From an optimization exercise on the open Yosys and OpenROAD flow, aimed at a short achievable clock period and few clock cycles; shortcuts taken in it are not production practice.
The RTL was checked by simulation tests, not by an equivalence proof against the original design.
No activity file was given, so power comes from the tool's default toggle rates.

--- config.mk ---
export PLATFORM = sky130hd
export DESIGN_NAME = rv32i_mc
export DESIGN_NICKNAME = rv32i_mc
export VERILOG_FILES = /design/flow/design.v
export SDC_FILE = /design/flow/constraint.sdc
export NUM_CORES = 4
export LEC_CHECK = 0
export CAP_MARGIN = 20
export CORE_MARGIN = 2
export CORE_UTILIZATION = 40
export SLEW_MARGIN = 20
export SETUP_SLACK_MARGIN = 8.5
export ABC_CLOCK_PERIOD_IN_PS = 3000
--- constraint.sdc ---
create_clock -name core_clock -period 12.0 [get_ports {clk}]
set_input_delay 2.4000 -clock core_clock [delete_from_list [all_inputs] [get_ports {clk}]]
set_output_delay 2.4000 -clock core_clock [all_outputs]
set_load 0.01 [all_outputs]
--- design.v ---
`default_nettype none
`timescale 1ns / 10ps
module ks_add #(parameter W = 32, parameter L = 5) (
    input [W-1:0] a,
    input [W-1:0] b,
    input cin,
    output wire [W-1:0] sum,
    output wire cout
);
  wire [W-1:0] p0 = a ^ b;
  wire [W-1:0] g0 = a & b;
  wire [(L+1)*W-1:0] G;
  wire [(L+1)*W-1:0] P;
  assign G[W-1:0] = {g0[W-1:1], g0[0] | (p0[0] & cin)};
  assign P[W-1:0] = p0;
  genvar l, i;
  generate
    for (l = 0; l < L; l = l + 1) begin : lvl
      for (i = 0; i < W; i = i + 1) begin : bit_
        if (i >= (1 << l)) begin : comb
          assign G[(l+1)*W+i] = G[l*W+i] | (P[l*W+i] & G[l*W+i-(1<<l)]);
          assign P[(l+1)*W+i] = P[l*W+i] & P[l*W+i-(1<<l)];
        end else begin : pass
          assign G[(l+1)*W+i] = G[l*W+i];
          assign P[(l+1)*W+i] = P[l*W+i];
        end
      end
    end
  endgenerate
  wire [W-1:0] c = {G[L*W +: W-1], cin};
  assign sum = p0 ^ c;
  assign cout = G[L*W+W-1];
endmodule
module alu (
    input [31:0] a,
    input [31:0] b,
    input        sub,       
    input        s_add,
    input        s_sll,
    input        s_srl,
    input        s_sra,
    input        s_slt,
    input        s_sltu,
    input        s_xor,
    input        s_or,
    input        s_and,
    output wire [31:0] sum,   
    output wire [31:0] res,
    output wire eq,
    output wire lt,
    output wire ltu
);
  wire unused_c;
  ks_add #(32) adder (.a(a), .b(b ^ {32{sub}}), .cin(sub), .sum(sum), .cout(unused_c));
  wire [31:0] unused_d;
  wire geu;
  ks_add #(32) cmp (.a(a), .b(~b), .cin(1'b1), .sum(unused_d), .cout(geu));
  assign ltu = !geu;
  assign lt  = (a[31] ^ b[31]) ? a[31] : ltu;
  assign eq  = (a == b);
  wire [31:0] sll = a << b[4:0];
  wire [31:0] srl = a >> b[4:0];
  wire [31:0] sra = $signed(a) >>> b[4:0];
  assign res = ({32{s_add}}  & sum)
             | ({32{s_sll}}  & sll)
             | ({32{s_srl}}  & srl)
             | ({32{s_sra}}  & sra)
             | ({32{s_slt}}  & {31'b0, lt})
             | ({32{s_sltu}} & {31'b0, ltu})
             | ({32{s_xor}}  & (a ^ b))
             | ({32{s_or}}   & (a | b))
             | ({32{s_and}}  & (a & b));
endmodule
`default_nettype none
`timescale 1ns / 10ps
module immgen (
    input [31:0] instr,
    output wire [31:0] imm_x,
    output wire [31:0] imm_b,
    output wire [31:0] imm_j,
    output wire [31:0] imm_u
);
wire [31:0] Uimm = {instr[31:12], 12'b0};
wire [31:0] Iimm = {{21{instr[31]}}, instr[30:20]};
wire [31:0] Simm = {{21{instr[31]}}, instr[30:25], instr[11:7]};
wire [31:0] Bimm = {{20{instr[31]}}, instr[7], instr[30:25], instr[11:8], 1'b0};
wire [31:0] Jimm = {{12{instr[31]}}, instr[19:12], instr[20], instr[30:21], 1'b0};
assign imm_x = (instr[6:5] == 2'b01) ? Simm : Iimm;
assign imm_b = Bimm;
assign imm_j = Jimm;
assign imm_u = Uimm;
endmodule
`default_nettype none
`timescale 1ns / 10ps
module regfile (
    input clk,
    input we1,
    input [4:0] wa1,
    input [31:0] wd1,
    input we2,
    input [4:0] wa2,
    input [31:0] wd2,
    input [4:0] A1,
    input [4:0] A2,
    output wire [31:0] RD1,
    output wire [31:0] RD2
);
reg [31:0] RegisterFile [32];
assign RD1 = (A1 != 0) ? RegisterFile[A1] : 0;
assign RD2 = (A2 != 0) ? RegisterFile[A2] : 0;
always @(posedge clk) begin
    if (we2 && !(we1 && wa1 == wa2))
        RegisterFile[wa2] <= wd2;
    if (we1)
        RegisterFile[wa1] <= wd1;
end
endmodule
`default_nettype none
`timescale 1ns / 10ps
module controller (
    input [31:0] instr,
    output wire isLUI,
    output wire isAUIPC,
    output wire isJAL,
    output wire isJALR,
    output wire isBR,
    output wire isLD,
    output wire isST,
    output wire uses1,     
    output wire uses2,     
    output wire bReg,      
    output wire wen,       
    output wire lwen,      
    output wire useConst,  
    output wire sub,
    output wire s_add,
    output wire s_sll,
    output wire s_srl,
    output wire s_sra,
    output wire s_slt,
    output wire s_sltu,
    output wire s_xor,
    output wire s_or,
    output wire s_and
);
wire [6:0] op = instr[6:0];
wire [2:0] f3 = instr[14:12];
wire f7 = instr[30];
wire rdnz = (instr[11:7] != 5'd0);
assign isLUI   = (op == 7'b0110111);
assign isAUIPC = (op == 7'b0010111);
assign isJAL   = (op == 7'b1101111);
assign isJALR  = (op == 7'b1100111);
assign isBR    = (op == 7'b1100011);
assign isLD    = (op == 7'b0000011);
assign isST    = (op == 7'b0100011);
wire isOPI     = (op == 7'b0010011);
wire isOP      = (op == 7'b0110011);
assign uses1 = isJALR | isBR | isLD | isST | isOPI | isOP;
assign uses2 = isBR | isST | isOP;
assign bReg  = isBR | isOP;
assign wen   = (isLUI | isAUIPC | isJAL | isJALR | isOPI | isOP) & rdnz;
assign lwen  = isLD & rdnz;
assign useConst = isLUI | isAUIPC | isJAL | isJALR;
wire arith = isOPI | isOP;
assign sub    = isOP & (f3 == 3'b000) & f7;
assign s_add  = arith & (f3 == 3'b000);
assign s_sll  = arith & (f3 == 3'b001);
assign s_slt  = arith & (f3 == 3'b010);
assign s_sltu = arith & (f3 == 3'b011);
assign s_xor  = arith & (f3 == 3'b100);
assign s_srl  = arith & (f3 == 3'b101) & !f7;
assign s_sra  = arith & (f3 == 3'b101) & f7;
assign s_or   = arith & (f3 == 3'b110);
assign s_and  = arith & (f3 == 3'b111);
endmodule
`default_nettype none
`timescale 1ns / 10ps
module rv32i_mc (
    input clk,
    input rst,
    output wire [31:0] mem_addr,
    output wire [3:0] mem_wstrb,
    output wire [31:0] mem_wdata,
    input [31:0] mem_rdata
);
reg [31:0] fpc;      
reg        fen;      
reg [31:0] ma;       
reg        bf;       
reg        av;       
reg        afc;      
reg [31:0] acw;      
reg        afill;    
reg [31:0] apc;      
reg        apt;      
assign mem_addr = ma;
localparam BN = 4;
reg [BN-1:0] bv;
reg [29:0] bpc  [BN];
reg [29:0] btgt [BN];
reg [BN-1:0] bm;
reg [29:0] btsel;
integer bi;
always @* begin
  btsel = 30'b0;
  for (bi = 0; bi < BN; bi = bi + 1) begin
    bm[bi] = bv[bi] && (bpc[bi] == fpc[31:2]);
    btsel = btsel | ({30{bm[bi]}} & btgt[bi]);
  end
end
wire bhit = |bm;
wire [31:0] fpc4;
wire fpc4_c;
ks_add #(32) fpc_inc (.a(fpc), .b(32'd4), .cin(1'b0), .sum(fpc4), .cout(fpc4_c));
wire [31:0] pred = bhit ? {btsel, 2'b00} : fpc4;
localparam CK = 4;
localparam CN = 1 << CK;
reg [CN-1:0] cv;
reg [29-CK:0] ctag [CN];
reg [31:0] cdat [CN];
reg        chit;     
reg [31:0] cword;    
wire fast = fen && chit && !av;
wire fok = fen && (chit || bf);      
wire slowok = fok && !fast;          
wire [31:0] incoming = fast ? cword : afc ? acw : mem_rdata;
wire [31:0] inpc = fast ? fpc : apc;
wire        inpt = fast ? bhit : apt;
wire [31:0] eRtgt_w;
wire [CK-1:0] iH = fpc[CK+1:2];
wire [CK-1:0] iB = eRtgt_w[CK+1:2];
reg        hitS, hitH;
reg [31:0] wordS, wordH;
integer ck;
always @* begin
  hitS = 1'b0;
  hitH = 1'b0;
  wordS = 32'b0;
  wordH = 32'b0;
  for (ck = 0; ck < CN; ck = ck + 1) begin
    hitH = hitH | ((iH == ck) && cv[ck] && (ctag[ck] == fpc[31:CK+2]));
    wordH = wordH | ({32{iH == ck}} & cdat[ck]);
    if (ck < CN - 1) begin
      hitS = hitS | ((iH == ck) && cv[ck+1] && (ctag[ck+1] == fpc[31:CK+2]));
      wordS = wordS | ({32{iH == ck}} & cdat[ck+1]);
    end
  end
end
wire hitB = cv[iB] && (ctag[iB] == eRtgt_w[31:CK+2]);
reg        hitT;
reg [31:0] wordT;
reg [CK-1:0] iT;
integer ti;
always @* begin
  hitT = 1'b0;
  wordT = 32'b0;
  for (ti = 0; ti < BN; ti = ti + 1) begin
    iT = btgt[ti][CK-1:0];
    hitT = hitT | (bm[ti] && cv[iT] && (ctag[iT] == btgt[ti][29:CK]));
    wordT = wordT | ({32{bm[ti]}} & cdat[iT]);
  end
end
wire hitP = bhit ? hitT : hitS;
wire [31:0] wordP = bhit ? wordT : wordS;
wire [CK-1:0] fidx = apc[CK+1:2];
always @(posedge clk) begin
  if (rst) cv <= {CN{1'b0}};
  else if (afill) cv[fidx] <= 1'b1;
  if (afill) begin
    ctag[fidx] <= apc[31:CK+2];
    cdat[fidx] <= mem_rdata;
  end
end
reg [3:0]   qv;      
reg [127:0] qi;      
reg [127:0] qp;      
reg [3:0]   qt;      
wire kill;           
wire pop;            
wire push = av || fast;
wire [4:0]   qv_x = {1'b0, qv};
wire [159:0] qi_x = {32'b0, qi};
wire [159:0] qp_x = {32'b0, qp};
wire [4:0]   qt_x = {1'b0, qt};
reg [3:0]   qv_n;
reg [127:0] qi_n;
reg [127:0] qp_n;
reg [3:0]   qt_n;
wire [3:0] qkeep = pop ? qv_x[4:1] : qv;       
wire [3:0] qprev = {qkeep[2:0], 1'b1};          
integer qk;
always @* begin
  for (qk = 0; qk < 4; qk = qk + 1) begin
    if (qkeep[qk]) begin
      qi_n[32*qk +: 32] = pop ? qi_x[32*(qk+1) +: 32] : qi_x[32*qk +: 32];
      qp_n[32*qk +: 32] = pop ? qp_x[32*(qk+1) +: 32] : qp_x[32*qk +: 32];
      qt_n[qk] = pop ? qt_x[qk+1] : qt_x[qk];
      qv_n[qk] = 1'b1;
    end else begin
      qi_n[32*qk +: 32] = incoming;
      qp_n[32*qk +: 32] = inpc;
      qt_n[qk] = inpt;
      qv_n[qk] = push && qprev[qk];
    end
  end
end
always @(posedge clk) begin
  qi <= qi_n;
  qp <= qp_n;
  qt <= qt_n;
  if (rst || kill) qv <= 4'b0;
  else qv <= qv_n;
end
wire [2:0] qcnt = {2'b0, qv[0]} + {2'b0, qv[1]} + {2'b0, qv[2]} + {2'b0, qv[3]};
wire room = ({1'b0, qcnt} + {3'b0, av} + {3'b0, fen}) <= 4'd3;
wire        dv  = qv[0];
wire [31:0] ir  = qi[31:0];
wire [31:0] dpc = qp[31:0];
wire        dpt = qt[0];
wire dLUI, dAUIPC, dJAL, dJALR, dBR, dLD, dST, uses1, uses2, bReg, dWen, dLwen, dConst;
wire dSub, dAdd, dSll, dSrl, dSra, dSlt, dSltu, dXor, dOr, dAnd;
controller controller (
  .instr(ir),
  .isLUI(dLUI), .isAUIPC(dAUIPC), .isJAL(dJAL), .isJALR(dJALR), .isBR(dBR),
  .isLD(dLD), .isST(dST), .uses1(uses1), .uses2(uses2), .bReg(bReg),
  .wen(dWen), .lwen(dLwen), .useConst(dConst),
  .sub(dSub), .s_add(dAdd), .s_sll(dSll), .s_srl(dSrl), .s_sra(dSra),
  .s_slt(dSlt), .s_sltu(dSltu), .s_xor(dXor), .s_or(dOr), .s_and(dAnd)
);
wire [31:0] imm_x, imm_b, imm_j, imm_u;
immgen immgen (.instr(ir), .imm_x(imm_x), .imm_b(imm_b), .imm_j(imm_j), .imm_u(imm_u));
wire [4:0] rs1 = ir[19:15];
wire [4:0] rs2 = ir[24:20];
wire [4:0] rd  = ir[11:7];
wire [31:0] tgtB, tgtJ, tgtU, pc4;
wire tgtB_c, tgtJ_c, tgtU_c, pc4_c;
ks_add #(32) tgtB_add (.a(dpc), .b(imm_b), .cin(1'b0), .sum(tgtB), .cout(tgtB_c));
ks_add #(32) tgtJ_add (.a(dpc), .b(imm_j), .cin(1'b0), .sum(tgtJ), .cout(tgtJ_c));
ks_add #(32) tgtU_add (.a(dpc), .b(imm_u), .cin(1'b0), .sum(tgtU), .cout(tgtU_c));
wire [31:0] tgt = ir[3] ? tgtJ : tgtB;    
ks_add #(32) pc4_add (.a(dpc), .b(32'd4), .cin(1'b0), .sum(pc4), .cout(pc4_c));
reg        wV;       
reg [4:0]  wRd;
reg [31:0] wRes;
reg        l2Wen;    
reg [4:0]  l2Rd;
wire [31:0] ldval;
wire [31:0] RD1, RD2;
regfile regfile (
  .clk(clk),
  .we1(wV), .wa1(wRd), .wd1(wRes),
  .we2(l2Wen), .wa2(l2Rd), .wd2(ldval),
  .A1(rs1), .A2(rs2), .RD1(RD1), .RD2(RD2)
);
wire [31:0] r1 = (wV && wRd == rs1) ? wRes : (l2Wen && l2Rd == rs1) ? ldval : RD1;
wire [31:0] r2 = (wV && wRd == rs2) ? wRes : (l2Wen && l2Rd == rs2) ? ldval : RD2;
reg        eV;
reg        eWen, eLwen, eLD, eST, eBR, eJAL, eJALR;
reg [4:0]  eRd;
reg        mWen;     
reg [4:0]  mRd;
reg        lWen;     
reg [4:0]  lRd;
wire haz1 = uses1 && rs1 != 5'd0 &&
            ((eV && eLwen && eRd == rs1) || (mWen && mRd == rs1) || (lWen && lRd == rs1));
wire haz2 = uses2 && rs2 != 5'd0 &&
            ((eV && eLwen && eRd == rs2) || (mWen && mRd == rs2) || (lWen && lRd == rs2));
wire stall = haz1 || haz2;
wire fA = eV && eWen && eRd == rs1;
wire fB = eV && eWen && eRd == rs2;
wire sTaken = !dpt && (dJAL || (dBR && ir[31]));
wire go = dv && !stall;
wire redD = go && sTaken;
wire dPt = dpt || sTaken;
wire redE;
assign pop = go;
reg [31:0] eA, eB, eS, eConst, eTgt, eRtgt, ePc;
assign eRtgt_w = eRtgt;
reg        eSub, eAdd, eSll, eSrl, eSra, eSlt, eSltu, eXor, eOr, eAnd, eCst;
reg [2:0]  eF3;
reg        ePt, eBpt;
wire [31:0] res;     
always @(posedge clk) begin
  if (rst) eV <= 1'b0;
  else eV <= go && !redE;
  eWen <= dWen; eLwen <= dLwen; eLD <= dLD; eST <= dST; eBR <= dBR;
  eJAL <= dJAL; eJALR <= dJALR;
  eRd <= rd;
  eA <= fA ? res : r1;
  eB <= !bReg ? imm_x : fB ? res : r2;
  eS <= fB ? res : r2;
  eSub <= dSub; eAdd <= dAdd; eSll <= dSll; eSrl <= dSrl; eSra <= dSra;
  eSlt <= dSlt; eSltu <= dSltu; eXor <= dXor; eOr <= dOr; eAnd <= dAnd;
  eCst <= dConst;
  eConst <= dLUI ? imm_u : dAUIPC ? tgtU : pc4;
  eF3 <= ir[14:12];
  eTgt <= tgt;
  eRtgt <= dPt ? pc4 : tgt;
  ePc <= dpc;
  ePt <= dPt;
  eBpt <= dpt;
end
wire [31:0] a = eA;
wire [31:0] b = eB;
wire [31:0] s = eS;
wire [31:0] sum, alures;
wire eq, lt, ltu;
alu alu (
  .a(a), .b(b), .sub(eSub),
  .s_add(eAdd), .s_sll(eSll), .s_srl(eSrl), .s_sra(eSra), .s_slt(eSlt),
  .s_sltu(eSltu), .s_xor(eXor), .s_or(eOr), .s_and(eAnd),
  .sum(sum), .res(alures), .eq(eq), .lt(lt), .ltu(ltu)
);
assign res = alures | ({32{eCst}} & eConst);
wire cond = (eF3[2] ? (eF3[1] ? ltu : lt) : eq) ^ eF3[0];
wire taken = eBR && cond;
wire redB = eV && eBR && (cond ^ ePt);
wire redJ = eV && eJALR;
assign redE = redB || redJ;
assign kill = redE || redD;
wire ldst = eV && (eLD || eST);
wire [31:0] sumc = {sum[31:1], sum[0] & !eJALR};
wire [31:0] other = redD ? tgt : (fok ? pred : fpc);
always @(posedge clk) begin
  if (rst) begin
    ma <= 32'h1000;
    fpc <= 32'h1000;
    fen <= 1'b1;
    bf <= 1'b1;
    av <= 1'b0;
    afill <= 1'b0;
  end else begin
    ma <= redB ? eRtgt : (ldst || redJ) ? sumc : other;
    fpc <= redB ? eRtgt : redJ ? sumc : other;
    fen <= kill || room;
    bf <= !ldst;
    av <= slowok && !kill;
    afill <= fen && bf && !chit;
  end
  if (rst || (!redB && (redJ || redD))) chit <= 1'b0;
  else chit <= redB ? hitB : fok ? hitP : hitH;
  cword <= redB ? cdat[iB] : fok ? wordP : wordH;
  afc <= chit;
  acw <= cword;
  apc <= fpc;
  apt <= bhit;
end
reg [BN-1:0] em;      
integer bj;
always @* begin
  for (bj = 0; bj < BN; bj = bj + 1)
    em[bj] = bv[bj] && (bpc[bj] == ePc[31:2]);
end
reg        uwr, uclr;
reg [BN-1:0] um;
reg [29:0] upc;
reg [29:0] utgt;
reg [1:0] bptr;    
always @(posedge clk) begin
  if (rst) begin
    uwr <= 1'b0;
    uclr <= 1'b0;
  end else begin
    uwr <= eV && (eJAL || taken);
    uclr <= eV && eBR && eBpt && !cond;
  end
  um <= em;
  upc <= ePc[31:2];
  utgt <= eTgt[31:2];
end
integer bk;
always @(posedge clk) begin
  if (rst) begin
    bv <= {BN{1'b0}};
    bptr <= 0;
  end else if (uwr) begin
    if (um == 0) begin
      bv[bptr] <= 1'b1;
      bptr <= bptr + 1'b1;
    end
  end else if (uclr) begin
    bv <= bv & ~um;
  end
  for (bk = 0; bk < BN; bk = bk + 1) begin
    if (uwr && (um == 0 ? (bptr == bk) : um[bk])) begin
      bpc[bk] <= upc;
      btgt[bk] <= utgt;
    end
  end
end
always @(posedge clk) begin
  wRes <= res;
  wRd <= eRd;
  if (rst) wV <= 1'b0;
  else wV <= eV && eWen;
end
reg [3:0]  wstrb;
reg [31:0] wdata;
assign mem_wstrb = wstrb;
assign mem_wdata = wdata;
logic [3:0] st_strb;
always_comb begin
  if (eF3[1]) st_strb = 4'b1111;
  else if (eF3[0]) st_strb = sum[1] ? 4'b1100 : 4'b0011;
  else st_strb = 4'b0001 << sum[1:0];
end
wire eWr = eV && (eWen || eLwen);
reg [2:0] mF3, lF3, l2F3;
reg [1:0] mOff, lOff, l2Off;
reg [31:0] ldraw;
always @(posedge clk) begin
  if (rst) begin
    wstrb <= 4'b0;
    mWen <= 1'b0;
    lWen <= 1'b0;
    l2Wen <= 1'b0;
  end else begin
    wstrb <= (eV && eST) ? st_strb : 4'b0;
    mWen <= eV && eLwen;
    lWen <= mWen && !(eWr && eRd == mRd);
    l2Wen <= lWen && !(eWr && eRd == lRd);
  end
  wdata <= eF3[1] ? s : eF3[0] ? {2{s[15:0]}} : {4{s[7:0]}};
  mRd <= eRd; mF3 <= eF3; mOff <= sum[1:0];
  lRd <= mRd; lF3 <= mF3; lOff <= mOff;
  l2Rd <= lRd; l2F3 <= lF3; l2Off <= lOff;
  ldraw <= mem_rdata;
end
wire [15:0] ld_half = l2Off[1] ? ldraw[31:16] : ldraw[15:0];
logic [7:0] ld_byte;
always_comb begin
  case (l2Off)
    2'b00: ld_byte = ldraw[7:0];
    2'b01: ld_byte = ldraw[15:8];
    2'b10: ld_byte = ldraw[23:16];
    default: ld_byte = ldraw[31:24];
  endcase
end
assign ldval = l2F3[1] ? ldraw :
               l2F3[0] ? {{16{ld_half[15] & ~l2F3[2]}}, ld_half} :
                         {{24{ld_byte[7] & ~l2F3[2]}}, ld_byte};
endmodule
--- flow/run.sh ---
#!/bin/bash
# Standard layout (the standard.sh), with repair_timing aiming well below
# the design's clock period.
echo "export SETUP_SLACK_MARGIN = 8.5" >> config.mk
echo "export ABC_CLOCK_PERIOD_IN_PS = 3000" >> config.mk
bash standard.sh > standard.log 2>&1
--- standard.sh ---
#!/bin/bash
# synth_recipe.tcl (not shown) runs the flow's synth.tcl, then flattens the netlist and writes it again
# the make line also repeats each setting of config.mk as NAME=value (left out here)
make -C /OpenROAD-flow-scripts/flow DESIGN_CONFIG=/design/flow/config.mk WORK_HOME=/design/flow/orfs CLKGATE_MAP_FILE= SYNTH_SCRIPT=/design/flow/synth_recipe.tcl "${@:-finish}"
==> flow_summary.json <==
{
  "outcome": "complete, no violations",
  "first_iter_violations": 31116,
  "cts_sinks": 3120,
  "dr_total_vias": 155043,
  "finalWirelength_um": 906800,
  "clkPwrFrac_pct": 38.8,
  "antenna_left": 0,
  "layout_commonest_cell": "edfxtp_1",
  "netlist_area_um2": 190300,
  "intPower_w": 0.02038,
  "final_area_um2": 222600,
  "root_buffer": "clkbuf_16",
  "hold_end": "l2Off[0]$_DFF_P_",
  "setup_viol": 0,
  "multi_input_area_um2": 102100,
  "synth_nets": 15233,
  "cts_buffer_depth": 4,
  "vias_per_cell": 7.213,
  "fp.coreArea_um2": 474200,
  "drc": 0,
  "fin_skew_ps": 84.87,
  "finalHoldViolCount": 0,
  "r2r-start": "fpc[21]$_SDFF_PP0_",
  "grt_antenna_before_repair": 74,
  "max-slew-margin-rel_pct": 11.69,
  "min_path_cells": 0,
  "portBuffers": 101,
  "n_fill_cell": 41248,
  "io_pins": 102,
  "rsz0062_at_grt": "yes",
  "htree_levels": 5,
  "grt_pass1_vias": 142919,
  "fin_crit_ps": 4275,
  "drv_slew": 0,
  "rr_worst_depth": 8,
  "fin_setup_tns_ps": 0,
  "avgSynthCellArea_um2": 12.69,
  "synth_edf_count": 2452,
  "hold_start": "lOff[0]$_DFF_P_",
  "first_pass_iters": 10,
  "synth_seq_area_share_pct": 45.73,
  "required_ps": 12970,
  "place_inst": 20301,
  "ys_seq_elements": 3120,
  "rows": 253,
  "place_hpwl_um": 562400,
  "grt_pass1_wl_um": 1221000,
  "max_freq_mhz": 233.9,
  "post-route-period-util_pct": 35.63,
  "p_leak_nw": 74.31,
  "yosysUniqueCellTypes": 85,
  "gp_congestion": 1.086,
  "layout-drive-gt1-share_pct": 30.73,
  "ys.flop_type": "edfxtp_1",
  "finalNetCount": 15160,
  "hold_buffers": 0,
  "mostFrequentLayoutCells": "2452 x edfxtp_1, 2056 x mux4_2, 1073 x nand2_1, 1021 x nor2_1, 936 x o21ai_0",
  "clkTransAtPathRegs_ps": 70,
  "die_area_um2": 481200,
  "seqCellArea_um2": 87410,
  "arrival_ps": 5240,
  "grt_max_degree": 103,
  "tightestPinTransition_ps": 1323,
  "r2r-end": "chit$_SDFF_PP0_",
  "routedWlPerCell_um": 42.19,
  "clock_latency_ps": 1070,
  "dpl_cell_area_um2": 198300,
  "yosysWarnings": 4,
  "synth_cells": 14995,
  "p_comb_share_pct": 17.5,
  "p_per_area_nw_per_um2": 129.1,
  "synth-async-reset-ratio_pct": 0,
  "grt_usage_pct": 36.39,
  "die_width_um": 693.7,
  "start_util_pct": 40.12,
  "startpoint_type": "register",
  "tritoncts": "built",
  "maxCapViolations": 0,
  "sw_frac_of_total_pct": 29.06,
  "area_growth_pct": 16.98,
  "final_cells": 21495,
  "r2r_slack_ps": 7720,
  "peakVddDrop_mv": 0.1107,
  "path_class": "register to register",
  "critPathCaptureType": "register",
  "power_frac_seq_pct": 43.7,
  "die_h_um": 693.7,
  "grt_overflow": 0,
  "switchingPower_w": 0.008348,
  "hold_class": "register to register",
  "numCtsBuffers": 345,
  "cp_max_fo": 21
}
final cells by class:
type	count	area share (%)
multi-input combinational	10191	45.88
sequential	3120	39.27
timing repair buffer	1070	5.702
clock buffer	447	4.314
tap	6247	3.512
clock inverter	190	0.9095
inverter	193	0.3676
antenna	36	0.04047
timing repair inverter	1	0.003935
flip-flops by register name, summed over array words and instances (netlist names), 30 cells and up, named ones only:
| name | count |
|---|---|
| regfile.RegisterFile | 1024 |
| cdat | 512 |
| ctag | 416 |
| qi | 128 |
| qp | 128 |
| bpc | 120 |
| btgt | 120 |
| acw | 32 |
| apc | 32 |
| cword | 32 |
| eA | 32 |
| eB | 32 |
| eConst | 32 |
| eS | 32 |
| fpc | 32 |
| ldraw | 32 |
| ma | 32 |
| wRes | 32 |
| wdata | 32 |
| ePc | 31 |
| eRtgt | 31 |
| eTgt | 30 |
| upc | 30 |
| utgt | 30 |
worst max-delay path, stage by stage, from the launching register on:
cell and delay, ps:
dfxtp_2 490, buf_4 430, xor2_1 370, nor4_1 1000
nand4_1 690, o2111ai_1 450, nor3_2 170, a211o_1 370
o22ai_2 150
kinds of logic (layout without fill, tap and decap cells):
| kind of cell | Yosys count | after routing | share of synthesized area (%) |
|---|---|---|---|
| multiplexers | 2512 | 2512 | 26.79 |
| buffers and inverters | 1695 | 1901 | 3.500 |
| XOR/XNOR | 982 | 982 | 4.528 |
| AO/OA/AOI/OAI | 3331 | 3334 | 10.78 |
| adder cells (fa/ha/maj) | 204 | 204 | 1.365 |
| other | 0 | 36 | 0 |
| AND/OR/NAND/NOR | 3151 | 3159 | 7.308 |
| flip-flops | 3120 | 3120 | 45.73 |
per-stage QoR:
step                      total power (W)  utilization, %  setup slack, ps  hold slack [ps]
after floorplan                   0.01510               -             7676            309.6
after global placement            0.01687           41.80             6106            311.0
after detailed placement          0.01691           41.81             6072            312.1
after CTS                         0.02826           46.28             7977            320.0
after global routing              0.02924           46.92             7979            314.2
final                             0.02873           46.94             7725            317.8
per-layer routing:
metal  global-route usage, %  wire [µm]
met5                  0.4400        695
met3                   15.18     151400
met4                   20.87      69060
met2                   50.44     367300
met1                   47.66     318300
power groups by stage:
stage / combinational, W / clock, W / sequential [W]
floorplan: 0.00265 / 0 / 0.0124
global placement: 0.00410 / 0 / 0.0128
detailed placement: 0.00413 / 0 / 0.0128
CTS: 0.00460 / 0.0111 / 0.0125
global route: 0.00515 / 0.0116 / 0.0125
finish: 0.00503 / 0.0112 / 0.0125
worst max-delay path by stage:
stage                        from  depth (start not counted)                                    end  slack [ps]
5_1_grt          ma[0]$_SDFF_PP0_                          1                            mem_addr[0]        7980
2_1_floorplan      wRd[2]$_DFF_P_                          6  regfile.RegisterFile[31][0]$_DFFE_PP_        7680
3_3_place_gp             register                         10                      cword[25]$_DFF_P_        6110
3_5_place_dp             register                         10                      cword[21]$_DFF_P_        6070
4_1_cts          ma[1]$_SDFF_PP0_                          1                            mem_addr[1]        7980
6_report       fpc[21]$_SDFF_PP0_                          8                        chit$_SDFF_PP0_        7720
Yosys cell counts (279+ instances only):
| library cell | instances | area [µm²] |
|---|---|---|
| clkbuf_1 | 1054 | 3956 |
| buf_1 | 279 | 1047 |
| nor2_1 | 1124 | 4219 |
| nand2_1 | 1109 | 4163 |
| xnor2_1 | 654 | 5728 |
| a21oi_1 | 989 | 4950 |
| dfxtp_1 | 668 | 13370 |
| xor2_1 | 327 | 2864 |
| a22oi_1 | 387 | 2905 |
| mux4_2 | 2056 | 46300 |
| o21ai_0 | 1057 | 5290 |
| edfxtp_1 | 2452 | 73630 |
| mux2i_1 | 369 | 3694 |
timing repair:
| action | in CTS | in global routing |
|---|---|---|
| setup buffers | 322 | 105 |
| setup endpoints to repair | 1809 | 908 |
| gates resized for setup | 1364 | 410 |
| gates cloned | 79 | 14 |
| pin swaps | 139 | 132 |
Testbench counts, summed over its fixed seeds: cycles 74,327.

## port drivers added, routing unchanged
Ports are ideal in the flow. The routed layout listed here was re-timed in OpenROAD.
Step 1, drivers: a clkbuf_16 drives clk and a buf_2 each remaining input, both assumed.
Step 2, shift: input delay + t, output delay - t, t = (earliest + latest rising clock arrival at the registers) / 2. This alone moves slack from input paths to output paths.
a / b / c = no drivers / after step 1 / after step 2; a / b = the first two.
t, ns: 1.143
setup slack, ns: 7.725 / 7.725 / 7.352
worst slew at a driven data input, ns: 0.28
After both steps this run still meets setup and hold. For this run, drivers alone change the setup slack by 0.000 ns; drivers and shift together by -0.373 ns.
